Context: an optimization exercise on an open-source flow, tuned for small area and a short achievable clock period. The choices shown serve that exercise and are no tape-out recipe.
No run shown here included a check of the RTL's function; only the layout flow was run.
Power is estimated from default activity; no workload was simulated.

**flow/run.sh**
```bash
#!/bin/bash
# synth_recipe.tcl (not shown) runs the flow's synth.tcl, then flattens the netlist and writes it again
# the make line also repeats each setting of config.mk as NAME=value (left out here)
make -C /OpenROAD-flow-scripts/flow DESIGN_CONFIG=/design/flow/config.mk WORK_HOME=/design/flow/orfs CLKGATE_MAP_FILE= SYNTH_SCRIPT=/design/flow/synth_recipe.tcl finish
```
**flow/config.mk**
```make
export PLATFORM = sky130hd
export DESIGN_NAME = main
export DESIGN_NICKNAME = main
export VERILOG_FILES = /design/flow/design.v
export SDC_FILE = /design/flow/constraint.sdc
export NUM_CORES = 4
export LEC_CHECK = 0
export CAP_MARGIN = 20
export CORE_MARGIN = 2
export CORE_UTILIZATION = 40
export SLEW_MARGIN = 20
```
**flow/constraint.sdc**
```tcl
create_clock -name core_clock -period 10.0 [get_ports {CLK67MHZ}]
set_input_delay 2.0000 -clock core_clock [delete_from_list [all_inputs] [get_ports {CLK67MHZ}]]
set_output_delay 2.0000 -clock core_clock [all_outputs]
set_load 0.01 [all_outputs]
```
**flow/design.v**
```verilog
`timescale 1ns / 1ps
module getOmega(
   input clk,
   input sck,
   input mosi,
   input ssel,
   output reg [39:0] omega,
   output reg chg,
   output wire [39:0] prev
);
    reg [2:0] SCKr;
    reg [1:0] SSELr;
    reg [1:0] MOSIr;
    always @(posedge clk) begin
        SCKr  <= {SCKr[1:0], sck};
        SSELr <= {SSELr[0], ssel};
        MOSIr <= {MOSIr[0], mosi};
    end
    wire sck_rise = ~SCKr[2] & SCKr[1];
    wire idle = SSELr[1];
    reg [40:0] sr;
    always @(posedge clk)
        if (sck_rise)
            sr <= {sr[39:0], MOSIr[1]};
    always @(posedge clk) begin
        if (idle)
            omega <= sr[39:0];
        chg <= idle & (sr[39:0] != omega);
    end
    assign prev = chg ? sr[40:1] : omega;
endmodule
module capped_adder(f, kin, en, sk, so, out);
	input [39:0] f;
	input [27:0] kin;
	input en, sk, so;
	output [39:0] out;
	wire nk = en & ~sk;                  
	wire no = en & ~so;                  
	wire [29:0] k = en ? (sk ? {2'b00, kin} : ~{2'b00, kin}) : 30'd0;
	wire [29:0] c = {{13{no}}, en, 16'd0};
	wire [29:0] hs = f[29:0] ^ k ^ c;
	wire [29:0] hc = (f[29:0] & k) | (f[29:0] & c) | (k & c);
	wire [30:0] t = {1'b0, hs} + {1'b0, hc[28:0], nk};
	wire [1:0] q = {1'b0, hc[29]} + {1'b0, t[30]};
	wire [1:0] m = {1'b0, nk} + {1'b0, no};
	wire inc = q > m;
	wire dec = q < m;
	wire [9:0] fh = f[39:30];
	wire [9:0] fh_inc = fh + 10'd1;
	wire [9:0] fh_dec = fh - 10'd1;
	wire [9:0] hi = inc ? fh_inc : dec ? fh_dec : fh;
	wire povf = inc & (fh == 10'h1ff);
	wire novf = dec & (fh == 10'h200);
	assign out = povf ? 40'h7fffffffff : novf ? 40'h8000000000 : {hi, t[29:0]};
endmodule
module sd2(clk, reset, en, sd_in, bs_out);
input clk, reset;
input en;
input [11:0] sd_in;
output bs_out;
reg [13:0] sd_reg1;
reg [13:0] sd_reg2;
wire s = sd_reg1[13];
assign bs_out = ~s;
wire [13:0] in = {{2{sd_in[11]}}, sd_in};
wire [13:0] c2 = s ? 14'h0800 : 14'h3801;
wire [13:0] c1 = s ? 14'h1000 : 14'h3002;
always @(posedge clk) begin
	sd_reg1 <= reset ? 14'd0 : en ? sd_reg1 + sd_reg2 + in + c1 : sd_reg1;
	sd_reg2 <= reset ? 14'd0 : en ? sd_reg2 + in + c2 : sd_reg2;
end
endmodule
module sd_two_piece #(parameter [39:0] RESETVAL = 40'd0) (clk, reset, en, kin, sk, sd_out);
input clk, reset;
input en;
input [27:0] kin;
input sk;
output sd_out;
	reg [39:0] feedback;
	wire [39:0] next;
	capped_adder add(feedback, kin, en, sk, sd_out, next);
	always @(posedge clk)
		feedback <= reset ? RESETVAL : next;
	sd2 sd_one(
	.clk(clk),
	.reset(reset),
	.en(en),
	.sd_in(feedback[39:28]),
	.bs_out(sd_out));
endmodule
module sigma_delta_twopiece(clk, reset, en, kin, sd_out);
input clk, reset;
input en;
input [27:0] kin;
output [1:0] sd_out;
	sd_two_piece #(.RESETVAL(40'h7fffffffff))
	piece_0 (
		.clk(clk),
		.reset(reset),
		.en(en),
		.kin(kin),
		.sk(sd_out[1]),
		.sd_out(sd_out[0]));
	sd_two_piece #(.RESETVAL(40'h0000000000))
	piece_1 (
		.clk(clk),
		.reset(reset),
		.en(en),
		.kin(kin),
		.sk(~sd_out[0]),
		.sd_out(sd_out[1]));
endmodule
`timescale 1ns / 1ps
module clkDivider(
    input inClk,
    input reset,
    input wire [3:0] od_nx,    
    output reg outEn
    );
    reg [10:0] cnt;
    wire [10:0] cnt_nx = reset ? 11'd0 : cnt + 11'd1;
    wire [3:0] n = 4'd12 - od_nx;
    wire [3:0] neff = (n > 4'd11) ? 4'd11 : n;
    wire [10:0] mask = (11'd1 << neff) - 11'd1;
    always @(posedge inClk) begin
        cnt <= cnt_nx;
        outEn <= (neff == 4'd0) || ((cnt_nx & mask) == (mask >> 1));
    end
endmodule
`timescale 1ns / 1ps
module main(
    input CLK67MHZ,
    input sckPort,
    input mosiPort,
    input sselPort,
    input resetPort,
    output upPort,
    output downPort
    );
    wire clk = CLK67MHZ;
    wire reset = resetPort;
    wire [39:0] data;
    wire        chg;
    wire [39:0] prev;
    getOmega omega(clk, sckPort, mosiPort, sselPort, data, chg, prev);
    wire [27:0] kin;
    wire [3:0]  od, od_nx;
    bitShifter bs(clk, chg, prev, kin, od, od_nx);
    wire en;
    clkDivider getClk(clk, reset, od_nx, en);
    wire [1:0] sdOut;
    sigma_delta_twopiece sigma_delta_twopiece(clk, reset, en, kin, sdOut);
    reg d1, up_r, dn_r;
    always @(posedge clk) begin
        d1   <= sdOut[0];
        up_r <= ~(d1 & sdOut[0]);
        dn_r <= ~(d1 | sdOut[0]);
    end
    assign upPort = up_r;
    assign downPort = dn_r;
endmodule
module bitShifter(clk, chg, prev, outval, outdivider, outdivider_nx);
input clk;
input chg;                   
input [39:0] prev;           
output reg [27:0] outval;
output reg [3:0] outdivider;
output [3:0] outdivider_nx;
reg [39:0] internal_reg;
reg [3:0] countshift;
reg enable, inreg;
wire finished = |internal_reg[39:28];
assign outdivider_nx = finished ? outdivider : countshift;
always @(posedge clk) begin
    if (chg) begin
        enable <= 1'b1;
        inreg <= 1'b1;
        countshift <= 4'd0;
    end else if (enable) begin
        inreg <= 1'b0;
        if (!inreg && finished)
            countshift <= countshift + 4'd1;
    end
    if (inreg)
        internal_reg <= prev;
    else if (finished)
        internal_reg <= internal_reg >> 1;
    if (!finished) begin
        outval <= internal_reg[27:0];
        outdivider <= countshift;
    end
end
endmodule
```
==> results.cfg, run 1 <==
[run_status]
status = finished clean

[floorplan]
io_pins = 7
dieHeight_um = 229
die-width_um = 229
start_util = 0.405
row_count = 82
die_area_mm2 = 0.0526
core_mm2 = 0.0502

[yosys]
synth_seq_cells = 317
synth_area_leaders = edfxtp_1, dfxtp_1, ha_1, fa_1, xor2_1
ys_warn_count = 7
synthXorXnorAreaFrac = 0.100
synth_edf_count = 149
synth_most_common_cell = ha_1
synth_compound_area_frac = 0.129
synthSimpleGateAreaFrac = 0.114
synth_top_area_frac = 0.220
synth-adder-area-share = 0.197
ys_top_cells_by_count = ha_1, dfxtp_1, nor2_1
synth.largest_area_cell = edfxtp_1
syn_inst = 1972
synth_nets = 2257
synth_mux_area_frac = 0.0443
synth_cell_types = 75
syn_area_per_cell_um2 = 10.3
synthArstFlopShare = 0
synth_top_family_by_area = adder cells
synth_ff_type = dfxtp_1
synth_area_mm2 = 0.0203
ys_seq_area_frac = 0.386

[detailed_routing]
wire_per_inst_um = 15.8
num_vias = 13900
wl_mm = 42.1
dr.pass1.iters = 5
viasPerCell = 5.20
drtIter0Drc = 658
final_antenna_net_count = 0
drc_errors = 0

[timing]
finalSetupViolCount = 0
maxSlewViolCount = 0
worst_slew_pin_slew_ns = 1.05
final.min_clock_period_ns = 7.69
final_hold_viol_count = 0
rsz0062_at_grt = no
relSlewSlack = 0.301
period_share = 0.769
hold_ws_ns = 0.328
clock.fmax_mhz = 130
fin_tns_setup_ns = 0
worst_slack_ns = 2.31
finalClockSkew_ns = 0.0241

[cells_and_area]
top_register = omega.sr
area_growth_pct = 9.79
drive_above_1_share = 0.0548
n_antenna_cell = 0
largest_register_ffs = 41
fin_cells = 2661
final_nets = 2244
n_fill_cell = 4700

[setup_path]
end_kind = register
path_buf_inv = 5
critPathTopFamily = compound AO/OA/AOI/OAI gates
critPathMaxFanout = 81
path_class = register to register
max_stage_delay_ns = 0.81
crit_slowest_cell = buf_4
cp.depth = 34
crit_required_ns = 10.46
cp.arrival_ns = 8.14
ff2ff_setup_slack_ns = 2.31
crit_path_start_kind = register
reg2reg_depth = 34

[clock_tree]
clockRootBuffer = clkbuf_16
cts_resized = 0
h-tree-depth = 2
cts_hold_buf = 0
cts_buffers = 38
clock_sinks = 317
clk_pin_slew_ns = 0.06
clock_latency_ns = 0.56
cts_setup_buffers = 0
cts_tree = built
clockBufferDepth = 3

[global_routing]
grt_pass1_vias = 14300
met2_usage = 0.276
grtUsageMet3 = 0.0232
grt_busiest_layer = met2
antenna_found_initial = 0
use_met1 = 0.216
grt_overflow = 0
grt_max_degree = 83
grt_usage = 0.164
grt_pass1_wl_mm = 71.3

[power]
finalPower_mw = 2.87
p_leak_nw = 9.44
p_per_area_mw_per_mm2 = 128
ir_drop_uv = 160

[placement]
dp_hpwl_mm = 30.1
place.gp.congestion = 0.830
numPortBuffers = 6
placedCellCount = 2591
place_ws_ns = 2.30

[run]
cap_violations = 0

[hold_path]
hp-class = register to register
worstHoldPathCells = 0
## report_power, final
| group | internal [mW] | switching, mW |
|---|---|---|
| registers | 1.40 | 0.0303 |
| clock network | 0.805 | 0.563 |
| logic | 0.0267 | 0.0433 |
## kinds of logic after synthesis
| logic type | count (synthesis) |
|---|---|
| AND/OR/NAND/NOR | 475 |
| AO/OA/AOI/OAI | 418 |
| flip-flops | 317 |
| adder cells (fa/ha/maj) | 280 |
| XOR/XNOR | 233 |
| buffers and inverters | 160 |
| multiplexers | 89 |
## worst paths after layout
kind | end | startpoint
worst max-delay path | sigma_delta_twopiece.piece_1.feedback[38] | getClk.outEn
worst min register to register | omega.SCKr[1] | omega.SCKr[0]
worst max register to register | sigma_delta_twopiece.piece_1.feedback[38] | getClk.outEn
worst min-delay path | omega.SCKr[1] | omega.SCKr[0]
## metal layers
metal	up-vias	wire length, µm
li1	6996	-
met1	6650	20100
met2	141	19800
met3	63	1160
met4	0	1170
met5	-	0
## cell type report
type | instances | area [µm²] | area share
timing repair buffer | 17 | 140 | 0.00628
inverter | 90 | 339 | 0.0152
sequential | 317 | 7850 | 0.352
clock buffer | 55 | 1120 | 0.0500
multi-input combinational | 1495 | 11900 | 0.534
tap | 672 | 841 | 0.0377
clock inverter | 15 | 126 | 0.00566
## through the flow
stage          area [µm²]   util
6_report            22300  0.445
3_5_place_dp        21100  0.420
2_1_floorplan       20300      -
5_1_grt             22300  0.445
3_3_place_gp        21100  0.420
4_1_cts             22300  0.445
## cell usage in the layout (no fill, tap or decap), types with 86 or more instances in the layout
cell type	Yosys	layout
xor2_1	124	124
edfxtp_1	149	149
o21ai_0	86	86
nand2_1	89	89
mux2i_1	87	87
xnor2_1	109	109
nor2_1	161	161
dfxtp_1	168	162
ha_1	214	214
inv_1	89	89
a21oi_1	152	151
==> run 2: changes to the inputs <==
--- a/flow/config.mk
+++ b/flow/config.mk
@@ -9,3 +9,4 @@
 export CORE_MARGIN = 2
 export CORE_UTILIZATION = 40
+export SETUP_SLACK_MARGIN = 5
 export SLEW_MARGIN = 20
==> results.cfg, run 2 <==
[clock_tree]
clock_latency_ns = 0.58
cts_hold_buf = 0
clockRootBuffer = clkbuf_16
cts_buffers = 38
clk_pin_slew_ns = 0.07
clock_sinks = 317
clockBufferDepth = 3
h-tree-depth = 2
cts_tree = built

[detailed_routing]
final_antenna_net_count = 0
wl_mm = 48.1
drtIter0Drc = 626
dr.pass1.iters = 6
wire_per_inst_um = 17.4
viasPerCell = 5.27
drc_errors = 0
num_vias = 14600

[setup_path]
crit_slowest_cell = edfxtp_1
crit_path_start_kind = register
cp.arrival_ns = 6.53
max_stage_delay_ns = 0.48
crit_required_ns = 10.47
path_class = register to register
end_kind = register
critPathMaxFanout = 3

[global_routing]
use_met1 = 0.234
grt_max_degree = 83
grt_usage = 0.180
grt_busiest_layer = met2
met2_usage = 0.298
antenna_found_initial = 0
grt_pass1_wl_mm = 77.4
grtUsageMet3 = 0.0289
grt_overflow = 0
grt_pass1_vias = 15000

[power]
p_leak_nw = 10.2
p_per_area_mw_per_mm2 = 121
ir_drop_uv = 159
finalPower_mw = 2.96

[timing]
period_share = 0.606
fin_tns_setup_ns = 0
clock.fmax_mhz = 165
worst_slew_pin_slew_ns = 1.06
final.min_clock_period_ns = 6.06
relSlewSlack = 0.296
rsz0062_at_grt = yes
maxSlewViolCount = 0
hold_ws_ns = 0.329
worst_slack_ns = 3.94
final_hold_viol_count = 0
finalClockSkew_ns = 0.0331
finalSetupViolCount = 0

[yosys]
syn_area_per_cell_um2 = 10.3
synth.largest_area_cell = edfxtp_1
ys_warn_count = 7
ys_seq_area_frac = 0.386
synth-adder-area-share = 0.197
synth_seq_cells = 317
synth_most_common_cell = ha_1
synth_nets = 2257
synthSimpleGateAreaFrac = 0.114
synth_area_leaders = edfxtp_1, dfxtp_1, ha_1, fa_1, xor2_1
synth_compound_area_frac = 0.129
synth_edf_count = 149
syn_inst = 1972
synth_mux_area_frac = 0.0443
synth_area_mm2 = 0.0203
synth_ff_type = dfxtp_1
ys_top_cells_by_count = ha_1, dfxtp_1, nor2_1
synth_cell_types = 75
synthXorXnorAreaFrac = 0.100
synth_top_area_frac = 0.220
synth_top_family_by_area = adder cells
synthArstFlopShare = 0

[cells_and_area]
layout_commonest_cell = ha_1
final_cell_mix = ha_1, dfxtp_1, nor2_1, edfxtp_1, xor2_1
top_register = omega.sr
area_growth_pct = 20.0
fin_area_mm2 = 0.0244
fin_cells = 2760
n_antenna_cell = 0
final_nets = 2344
largest_register_ffs = 41
drive_above_1_share = 0.159
finalCoreUtilization = 0.486

[floorplan]
io_pins = 7
die-width_um = 229
row_count = 82
core_mm2 = 0.0502
die_area_mm2 = 0.0526
start_util = 0.405
dieHeight_um = 229

[hold_path]
hp-class = register to register

[placement]
dp_hpwl_mm = 30.3
place_ws_ns = 3.05
placed_cell_area_mm2 = 0.0214
placedCellCount = 2590
numPortBuffers = 6
place.gp.congestion = 0.823

[run]
cap_violations = 0

[run_status]
status = finished clean
## run 2: repair_timing
action                                  CTS  global route
buffers inserted                         58            29
resized for setup                        83            65
cloned                                    7             6
pin swaps                                72            30
endpoints found under the setup margin   81            81
## run 2: routing by layer
metal | share of wire | vias up
met5 | 0 | -
met4 | 0.036 | 0
met3 | 0.036 | 92
met2 | 0.47 | 235
met1 | 0.46 | 7009
li1 | - | 7217
## run 2: area by class of cell
cell class | instances | area [µm²]
Clock inverter | 15 | 223
Timing Repair Buffer | 114 | 1250
Tap cell | 672 | 841
Sequential cell | 317 | 7850
Multi-Input combinational cell | 1498 | 12700
Inverter | 90 | 362
Clock buffer | 54 | 1110
Fill cell | 4532 | 25800
## run 2: kinds of logic after synthesis
family | count (synthesis)
xor gates and xnor gates | 233
muxes | 89
and+or+nand+nor | 475
adders and majority gates | 280
buffers and inverters | 160
AOI/OAI and AO/OA | 418
DFF | 317
## run 2: where the power goes
part           internal, mW  switching [mW]  leakage, nW
registers              1.40          0.0312         2.80
clock network         0.865           0.590        0.648
logic                0.0287          0.0461         6.75
total                  2.29           0.667         10.2
## run 2: critical path, delay by kind of cell, from the launching register on
family / cells / cell delay (ns)
flip-flops: 1 / 0.48
AO/OA/AOI/OAI: 15 / 2.56
AND/OR/NAND/NOR: 3 / 0.36
adder cells (fa/ha/maj): 6 / 1.46
buffers and inverters: 9 / 0.82
XOR/XNOR: 2 / 0.26
## run 2: path summary, 6_finish.rpt
kind	slack, ns	cells after the start	endpoint	start
setup reg to reg	3.94	35	sigma_delta_twopiece.piece_0.feedback[36]	bs.outval[0]
hold reg to reg	0.33	0	omega.SSELr[1]	omega.SSELr[0]
hold / removal	0.33	0	omega.SSELr[1]	omega.SSELr[0]
setup / recovery	3.94	35	sigma_delta_twopiece.piece_0.feedback[36]	bs.outval[0]

==> static timing again, ports no longer ideal <==
The flow's constraints put no driver on any port. The routed layouts listed below were extracted and timed again, unchanged, in two steps. Step 1 assumes that a clkbuf_16 drives the clock port and a buf_2 every other input. Step 2 adds t to the input delays and takes it off the output delays; t is the mean of the earliest and latest rising clock arrival at the registers after step 1. Input paths then give back, and output paths get back, about the clock's delay inside the block. a / b / c = ideal ports / drivers / drivers and shift; a / b = the first two.
run | t, ns | setup slack, ns | hold WS [ns] | worst slew at a driven data input, ns | cell pins on the clock port's net
run 1 | 0.599 | 2.311 / 2.311 / 2.311 | 0.328 / 0.328 / 0.328 | 0.03 | 1
run 2 | 0.621 | 3.943 / 3.943 / 3.943 | 0.329 / 0.329 / 0.329 | 0.04 | 1
After both steps setup and hold are still met in every run listed.
